Source: an optimization exercise on an open RTL-to-GDS flow (aim: small area). Production flows keep margins and buffers that such runs may drop.
In this exercise RTL edits were held to simulation tests only and were not proved equivalent to the original.
Power and IR drop assume default switching activity.

--- design.v ---
`timescale 1ns / 1ps
module srl_oneshot(
		input clk250_i,
		input rst_i,
		input trig_i,
		output scal_o
    );
	parameter ONESHOT_LENGTH = 16;
	reg flag;
	reg [15:0] delay_line;
	always @(posedge clk250_i) begin
		if (rst_i) begin
			flag <= 0;
			delay_line <= {16{1'b0}};
		end else begin
			if (trig_i) flag <= 1;
			else if (delay_line[ONESHOT_LENGTH-1]) flag <= 0;
			delay_line <= {delay_line[14:0],trig_i};
		end
	end
	assign scal_o = flag;
endmodule
`timescale 1ns / 1ps
module srl_oneshot_with_ref(
		input clk250_i,
		input rst_i,
		input pulse_i,
		input trig_i,
		output mon_scal_o,
		output scal_o
    );
	parameter ONESHOT_LENGTH = 16;
	reg [1:0] mon_flag_reg;
	reg mon_flag;
	reg flag;
	reg [15:0] delay_line;
	reg [15:0] mon_delay_line;
	always @(posedge clk250_i) begin
		if (rst_i) begin
			mon_flag_reg <= 2'b00;
			mon_flag <= 0;
			mon_delay_line <= {16{1'b0}};
			flag <= 0;
			delay_line <= {16{1'b0}};
		end else begin
			mon_flag_reg <= {mon_flag_reg[0],flag & pulse_i};
			if (mon_flag_reg[0] && !mon_flag_reg[1]) mon_flag <= 1;
			else if (mon_delay_line[ONESHOT_LENGTH-1]) mon_flag <= 0;
			mon_delay_line <= {mon_delay_line[14:0],mon_flag_reg[0] && !mon_flag_reg[1]};
			if (trig_i) flag <= 1;
			else if (delay_line[ONESHOT_LENGTH-1]) flag <= 0;
			delay_line <= {delay_line[14:0],trig_i};
		end
	end
	assign scal_o = flag;
	assign mon_scal_o = mon_flag;
endmodule
`timescale 1ns / 1ps
module ANITA3_trigger_holdoff(
		input clk250_i,
		input rst_i,
		input trig_i,
		output holdoff_o
    );
	reg holdoff_div_2;
	reg [3:0] holdoff_counter;
	wire [4:0] holdoff_counter_plus_one = holdoff_counter + 1;
	reg trigger_holdoff;
	reg clear_holdoff;
	always @(posedge clk250_i) begin
		if (rst_i) begin
			trigger_holdoff <= 0;
			holdoff_div_2 <= 0;
			holdoff_counter <= {4{1'b0}};
			clear_holdoff <= 0;
		end else begin
			if (clear_holdoff) trigger_holdoff <= 0;
			else if (trig_i) trigger_holdoff <= 1;
			if (!trigger_holdoff) holdoff_div_2 <= 0;
			else holdoff_div_2 <= ~holdoff_div_2;
			if (!trigger_holdoff) holdoff_counter <= {4{1'b0}};
			else if (holdoff_div_2) holdoff_counter <= holdoff_counter_plus_one;
			clear_holdoff <= holdoff_counter_plus_one[4];
		end
	end
	assign holdoff_o = trigger_holdoff;
endmodule
`timescale 1ns / 1ps
module ANITA3_simple_trigger_map(
		clk250_i,
		rst_i,
		L1_i,
		mask_i,
		V_pol_phi_o,
		H_pol_phi_o
    );
	parameter NUM_SURFS = 12;
	parameter NUM_TRIG = 4;
	parameter NUM_PHI = 16;
	input clk250_i;
	input rst_i;
	input [NUM_SURFS*NUM_TRIG-1:0] L1_i;
	input [2*NUM_PHI-1:0] mask_i;
	output [NUM_PHI-1:0] V_pol_phi_o;
	output [NUM_PHI-1:0] H_pol_phi_o;
	wire [NUM_PHI-1:0] V_pol_phi_in;
	wire [NUM_PHI-1:0] H_pol_phi_in;
	wire [NUM_TRIG-1:0] SURF_L1[NUM_SURFS-1:0];
	generate
		genvar s;
		for (s=0;s<NUM_SURFS;s=s+1) begin : SL
			assign SURF_L1[s] = L1_i[4*s +: 4];
		end
	endgenerate
	wire [NUM_PHI-1:0] V_pol_mask = mask_i[0 +: NUM_PHI];
	wire [NUM_PHI-1:0] H_pol_mask = mask_i[NUM_PHI +: NUM_PHI];
	reg [NUM_PHI-1:0] V_pol_phi_reg;
	reg [NUM_PHI-1:0] H_pol_phi_reg;
	reg [NUM_PHI-1:0] V_pol_phi_pipe;
	reg [NUM_PHI-1:0] H_pol_phi_pipe;
	assign V_pol_phi_in[0] = SURF_L1[2][0];
	assign V_pol_phi_in[4] = SURF_L1[2][1];
	assign H_pol_phi_in[0] = SURF_L1[2][2];
	assign H_pol_phi_in[4] = SURF_L1[2][3];
	assign V_pol_phi_in[2] = SURF_L1[3][0];
	assign V_pol_phi_in[6] = SURF_L1[3][1];
	assign H_pol_phi_in[2] = SURF_L1[3][2];
	assign H_pol_phi_in[6] = SURF_L1[3][3];
	assign V_pol_phi_in[1] = SURF_L1[4][0];
	assign V_pol_phi_in[5] = SURF_L1[4][1];
	assign H_pol_phi_in[1] = SURF_L1[4][2];
	assign H_pol_phi_in[5] = SURF_L1[4][3];
	assign V_pol_phi_in[3] = SURF_L1[5][0];
	assign V_pol_phi_in[7] = SURF_L1[5][1];
	assign H_pol_phi_in[3] = SURF_L1[5][2];
	assign H_pol_phi_in[7] = SURF_L1[5][3];
	assign V_pol_phi_in[15] = SURF_L1[6][0];
	assign V_pol_phi_in[11] = SURF_L1[6][1];
	assign H_pol_phi_in[15] = SURF_L1[6][2];
	assign H_pol_phi_in[11] = SURF_L1[6][3];
	assign V_pol_phi_in[13] = SURF_L1[7][0];
	assign V_pol_phi_in[9] = SURF_L1[7][1];
	assign H_pol_phi_in[13] = SURF_L1[7][2];
	assign H_pol_phi_in[9] = SURF_L1[7][3];
	assign V_pol_phi_in[14] = SURF_L1[8][0];
	assign V_pol_phi_in[10] = SURF_L1[8][1];
	assign H_pol_phi_in[14] = SURF_L1[8][2];
	assign H_pol_phi_in[10] = SURF_L1[8][3];
	assign V_pol_phi_in[12] = SURF_L1[9][0];
	assign V_pol_phi_in[8] = SURF_L1[9][1];
	assign H_pol_phi_in[12] = SURF_L1[9][2];
	assign H_pol_phi_in[8] = SURF_L1[9][3];
	generate
		genvar j;
		for (j=0;j<NUM_PHI;j=j+1) begin : PHI
			always @(posedge clk250_i) begin : IFF
				if (rst_i) V_pol_phi_reg[j] <= 0;
				else if (V_pol_mask[j]) V_pol_phi_reg[j] <= 0;
				else V_pol_phi_reg[j] <= V_pol_phi_in[j];
				if (rst_i) H_pol_phi_reg[j] <= 0;
				else if (H_pol_mask[j]) H_pol_phi_reg[j] <= 0;
				else H_pol_phi_reg[j] <= H_pol_phi_in[j];
			end
		end
	endgenerate
	always @(posedge clk250_i) begin
		if (rst_i) begin
			V_pol_phi_pipe <= {NUM_PHI{1'b0}};
			H_pol_phi_pipe <= {NUM_PHI{1'b0}};
		end else begin
			V_pol_phi_pipe <= V_pol_phi_reg;
			H_pol_phi_pipe <= H_pol_phi_reg;
		end
	end
	assign V_pol_phi_o = V_pol_phi_pipe;
	assign H_pol_phi_o = H_pol_phi_pipe;
endmodule
`timescale 1ns / 1ps
module ANITA3_simple_trigger( clk250_i,
										rst_i,
										L1_i,
										trig_o,
										scal_o,
										scal_L1_o,
										disable_i,
										refpulse_i,
										mon_scal_o,
										ant_mask_i,
										phi_mask_i,
										phi_o,
										count_o
										);
   parameter NUM_SURFS = 12;
   parameter NUM_TRIG = 4;
   parameter NUM_HOLD = 4;   
	parameter NUM_PHI = 16;
   input clk250_i;
	input rst_i;
   input [NUM_SURFS*NUM_TRIG-1:0] L1_i;
	input [2*NUM_PHI-1:0] ant_mask_i;
	input [2*NUM_PHI-1:0] phi_mask_i;
   output 			  trig_o;
	output [2*NUM_PHI-1:0] phi_o;
	output [2*NUM_PHI-1:0] scal_o;
	output [2*NUM_PHI-1:0] scal_L1_o;
	input refpulse_i;
	output [2*NUM_PHI-1:0] mon_scal_o;
	output [7:0] count_o;
	input disable_i;
	wire [NUM_PHI-1:0] V_pol_phi;
	wire [NUM_PHI-1:0] H_pol_phi;
	ANITA3_simple_trigger_map u_map(.clk250_i(clk250_i),
											  .rst_i(rst_i),
											  .mask_i(ant_mask_i),
											  .L1_i(L1_i),
											  .V_pol_phi_o(V_pol_phi),
											  .H_pol_phi_o(H_pol_phi));
	reg [NUM_PHI-1:0] V_pol_trig;
	reg [NUM_PHI-1:0] H_pol_trig;
	reg [NUM_PHI-1:0] V_pol_phi_del;
	reg [NUM_PHI-1:0] H_pol_phi_del;
	reg [NUM_PHI-1:0] V_pol_hold;
	reg [NUM_PHI-1:0] H_pol_hold;
	reg [NUM_PHI-1:0] V_pol_pat;
	reg [NUM_PHI-1:0] H_pol_pat;	
	reg H_rf_trigger;
	reg V_rf_trigger;
	reg rf_trigger;
	reg [1:0] raw_rf_trigger;
	wire trigger_holdoff;
	reg [7:0] raw_rf_count;
	reg rf_count_flag;
	reg [7:0] rf_count;	
	reg trig_disable;
	generate
		genvar i;
		for (i=0;i<NUM_PHI;i=i+1) begin : RF_TRIG
			srl_oneshot l1v_scaler(.clk250_i(clk250_i),.rst_i(rst_i),.trig_i(V_pol_phi[i]), 
													.scal_o(scal_L1_o[i]));
			srl_oneshot l1h_scaler(.clk250_i(clk250_i),.rst_i(rst_i),.trig_i(H_pol_phi[i]), 
													.scal_o(scal_L1_o[NUM_PHI+i]));
			srl_oneshot_with_ref v_scaler(.clk250_i(clk250_i),.rst_i(rst_i),.trig_i(V_pol_trig[i]),.pulse_i(refpulse_i), 
													.scal_o(scal_o[i]), .mon_scal_o(mon_scal_o[i]));
			srl_oneshot_with_ref h_scaler(.clk250_i(clk250_i),.rst_i(rst_i),.trig_i(H_pol_trig[i]),.pulse_i(refpulse_i), 
													.scal_o(scal_o[NUM_PHI+i]), .mon_scal_o(mon_scal_o[NUM_PHI+i]));
			always @(posedge clk250_i) begin
				if (rst_i) begin
					V_pol_trig[i] <= 1'b0;
					H_pol_trig[i] <= 1'b0;
				end else begin
				V_pol_trig[i] <= ((V_pol_phi[i]) && (V_pol_phi[(i+1)%NUM_PHI])) && !phi_mask_i[i];  
				H_pol_trig[i] <= ((H_pol_phi[i]) && (H_pol_phi[(i+1)%NUM_PHI])) && !phi_mask_i[NUM_PHI+i];	
				end
				end
		end
	endgenerate
	always @(posedge clk250_i) begin
		if (rst_i) begin
			trig_disable <= 0;
			V_pol_phi_del <= {NUM_PHI{1'b0}};
			H_pol_phi_del <= {NUM_PHI{1'b0}};
			H_pol_hold <= {NUM_PHI{1'b0}};
			V_pol_hold <= {NUM_PHI{1'b0}};
			H_pol_pat <= {NUM_PHI{1'b0}};
			V_pol_pat <= {NUM_PHI{1'b0}};
			H_rf_trigger <= 0;
			V_rf_trigger <= 0;
			rf_trigger <= 0;
			raw_rf_trigger <= {2{1'b0}};
			rf_count_flag <= 0;
			raw_rf_count <= {8{1'b0}};
			rf_count <= {8{1'b0}};
		end else begin
		trig_disable <= disable_i;
		V_pol_phi_del <= V_pol_phi;
		H_pol_phi_del <= H_pol_phi;
		H_pol_hold <= H_pol_phi_del;
		V_pol_hold <= V_pol_phi_del;
		if ((H_rf_trigger || V_rf_trigger) && !trigger_holdoff) H_pol_pat <= H_pol_hold;
		if ((H_rf_trigger || V_rf_trigger) && !trigger_holdoff) V_pol_pat <= V_pol_hold;		
		H_rf_trigger <= |H_pol_trig;
		V_rf_trigger <= |V_pol_trig;
		rf_trigger <= (H_rf_trigger | V_rf_trigger) && !trigger_holdoff && !trig_disable;
		raw_rf_trigger <= {raw_rf_trigger[0],(H_rf_trigger | V_rf_trigger)};
		rf_count_flag <= (raw_rf_trigger[0] && !raw_rf_trigger[1]);
		if (rf_count_flag) raw_rf_count <= raw_rf_count + 1;
		if (rf_count_flag && trigger_holdoff) rf_count <= raw_rf_count;
			end
	end
	ANITA3_trigger_holdoff u_rf_holdoff(.clk250_i(clk250_i),
													.rst_i(rst_i),
													.trig_i(V_rf_trigger | H_rf_trigger),
													.holdoff_o(trigger_holdoff));
	assign trig_o = rf_trigger;
	assign phi_o = {H_pol_pat,V_pol_pat};
	assign count_o = rf_count;
endmodule
--- constraint.sdc ---
create_clock -name core_clock -period 4.0 [get_ports {clk250_i}]
set_input_delay 0.8000 -clock core_clock [delete_from_list [all_inputs] [get_ports {clk250_i}]]
set_output_delay 0.8000 -clock core_clock [all_outputs]
set_load 0.01 [all_outputs]
--- run.sh ---
#!/bin/bash
# synth_recipe.tcl (not shown) runs the flow's synth.tcl, then flattens the netlist and writes it again
# the make line also repeats each setting of config.mk as NAME=value (left out here)
make -C /OpenROAD-flow-scripts/flow DESIGN_CONFIG=/design/flow/config.mk WORK_HOME=/design/flow/orfs CLKGATE_MAP_FILE= SYNTH_SCRIPT=/design/flow/synth_recipe.tcl finish
--- config.mk ---
export PLATFORM = sky130hd
export DESIGN_NAME = ANITA3_simple_trigger
export DESIGN_NICKNAME = ANITA3_simple_trigger
export VERILOG_FILES = /design/flow/design.v
export SDC_FILE = /design/flow/constraint.sdc
export NUM_CORES = 4
export LEC_CHECK = 0
export CAP_MARGIN = 20
export CORE_MARGIN = 2
export CORE_UTILIZATION = 40
export SLEW_MARGIN = 20
==> reports/results.tsv <==
metric	value	unit
mostFrequentLayoutCell	dfxtp_1	
synthToLayoutAreaGrowth	17.7	%
period_needed	2.69	ns
critPathLaunchType	register	
drtIter0Drc	1232	
cts_root_buf	clkbuf_16	
die_area	134000	sq um
cp.arrival	1.89	ns
dieWidth	366	um
final_cell_mix	1854 x dfxtp_1, 1100 x nor2b_1, 503 x and2b_1	
avgSynthCellArea	12.1	sq um
slew_viol_final	0	
grt_pass1_wl	134000	um
cts_buffers	179	
start_util	40.4	%
maxSlewHeadroom	42.1	%
ys_types	31	
synthTopCellsByArea	dfxtp_1 71%, nor2b_1 13%, and2b_1 7.2%, buf_4 1.6%, a21oi_1 1.3%	
cts_tree	built	
fillers	11700	
fin_nets	4599	
yosys.area.top_type	dfxtp_1	
crit_buf_inv	1	
synthArstFlopShare	0	%
grt_start_max_net_pins	147	
first_pass_iters	4	
reg2reg_from	u_rf_holdoff.trigger_holdoff$_SDFFE_PP0P_	
avgViaCountPerCell	4.08	
hold_viol_final	0	
clockBufferDepth	3	
cts_sinks	1854	
cp.required	3.20	ns
final.setup.tns	0	ns
status	timing/DRC/antenna clean	
clk_pin_slew_worst_paths	0.06	ns
ys_warn_count	5	
synth_edf_count	0	
p_leak	0.0257	uW
rsz0062_at_grt	no	
worstPathCellList	clkdlybuf4s50_1	
setup_violations	0	
cp_max_fo	2	
wl_per_cell	13.1	um
syn-cell-area	52400	sq um
fmax	0.372	GHz
overflow	0	
cp-end-kind	output port	
via_count	26000	
hpwl	49500	um
fin_worst_skew	0.0195	ns
min_from	u_rf_holdoff.clear_holdoff$_SDFF_PP0_	
synth_top_area_share	70.8	%
hold_class	register to register	
postCtsHoldBufs	0	
antenna_found_initial	10	
grt.total_usage	12.5	%
min_period_over_period	67.2	%
die_h	366	um
io_pins	253	
slowest_stage	clkdlybuf4s50_1	
yosys_register_bits	1854	
cp-startpoint	V_pol_pat[5]$_SDFFE_PP0P_	
peakVddDrop	325	uV
postSynthCellCount	4322	
clk_latency	0.77	ns
rows	132	
powerDensity	577	nW/um^2
cpLargestDelayFamily	buffers and inverters	
core_area	130000	sq um
gp_congestion	0.713	
cts-resized-gates	0	
ys_seq_area_share	70.8	%
synth_nets	4440	
drive_gt1_share	7.04	%
fin_util	47.5	%
maxCapViolCount	0	
grt_pass1_vias	24800	
totalWireLength	83300	um
port_buffers	236	
ant_nets	0	
route.detailed.drc	0	
postCtsSetupBuffers	0	
critical_path_class	register to output port	
synth_ff_type	dfxtp_1	
cpPeakStageDelay	0.80	ns
tightest_slew	0.861	ns
h-tree-depth	4	
-- layer usage --
layer | vias up | track usage [%] | share of wire, %
met4 | 4 | 4.76 | 2.5
li1 | 13400 | - | -
met1 | 12000 | 17.8 | 50
met5 | - | 0 | 0.031
met2 | 426 | 17.7 | 40
met3 | 167 | 3.97 | 6.9
-- synthesized netlist by cell type (all sizes together) (4+ instances only) --
cell / instances
clkbuf: 145
nand4: 4
buf: 156
a21oi: 140
xor2: 5
nand3: 10
nor2: 75
dfxtp: 1854
and2b: 504
nor2b: 1100
inv: 65
nor4: 8
nand2b: 65
and3b: 32
and2: 32
nand2: 76
nor3b: 32
-- path summary, 6_finish.rpt --
kind                            slack (ns)                                        end  cells after the start
worst max-delay path                  1.31                                   phi_o[5]                      1
worst min-delay path                  0.39  u_rf_holdoff.trigger_holdoff$_SDFFE_PP0P_                      1
worst max register to register        2.07                  H_pol_pat[3]$_SDFFE_PP0P_                      4
worst min register to register        0.39  u_rf_holdoff.trigger_holdoff$_SDFFE_PP0P_                      1
-- power by group --
part	leakage [uW]	internal (uW)	switching, uW	total [uW]
Clock	0.00289	9680	6820	16500
Sequential	0.0149	18500	29.7	18500
Combinational	0.00782	235	312	547
-- cell type report --
class	instances	area [sq um]	area share (%)
Sequential cell	1854	37100	60.1
Multi-Input combinational cell	2102	13400	21.7
Clock buffer	274	5310	8.61
Timing Repair Buffer	279	2870	4.64
Tap cell	1742	2180	3.53
Clock inverter	54	579	0.939
Inverter	65	244	0.395
Antenna cell	3	7.51	0.0122
-- metrics by stage --
stage	hold WS [ns]	instance area, sq um	power [uW]	instances	setup WS (ns)
CTS	0.397	61700	36200	6370	1.23
global placement	0.367	55800	19500	6042	1.45
global route	0.404	61700	37000	6370	1.23
finish	0.390	61700	35600	6373	1.31
detailed placement	0.388	55800	19500	6042	1.43
floorplan	0.365	52400	19300	4322	2.40
-- logic make-up (layout without fill, tap and decap cells) --
| family | Yosys count | in the layout | synth area share, % |
|---|---|---|---|
| other | 0 | 3 | 0 |
| buffers and inverters | 366 | 672 | 3.67 |
| DFF | 1854 | 1854 | 70.8 |
| and+or+nand+nor | 1944 | 1944 | 23.9 |
| adders and majority gates | 2 | 2 | 0.0477 |
| muxes | 2 | 2 | 0.0382 |
| AOI/OAI and AO/OA | 147 | 147 | 1.43 |
| xor gates and xnor gates | 7 | 7 | 0.117 |

==> what the ideal ports hide <==
Ports are ideal in the flow. The routed layout listed here was re-timed in OpenROAD. Step 1: set_driving_cell puts a clkbuf_16 on clk250_i and a buf_2 on each other input, an assumption about the parent block. Step 2 moves the port delays by t, midway between the first and last clock arrival at a register: inputs arrive t later, outputs are due t later. That takes back most of the time a late clock gives input paths. Slacks: ideal ports / drivers / drivers and shift; pairs: ideal ports / drivers.
t (ns): 0.835
setup WS [ns]: 1.311 / 1.235 / 1.445
worst register clock-pin slew, ns: 0.06 / 0.06
pins driven straight from the clock port: 1
After both steps setup and hold are still met in this run. For this run, drivers alone change the setup slack by -0.076 ns; drivers and shift together by +0.134 ns.
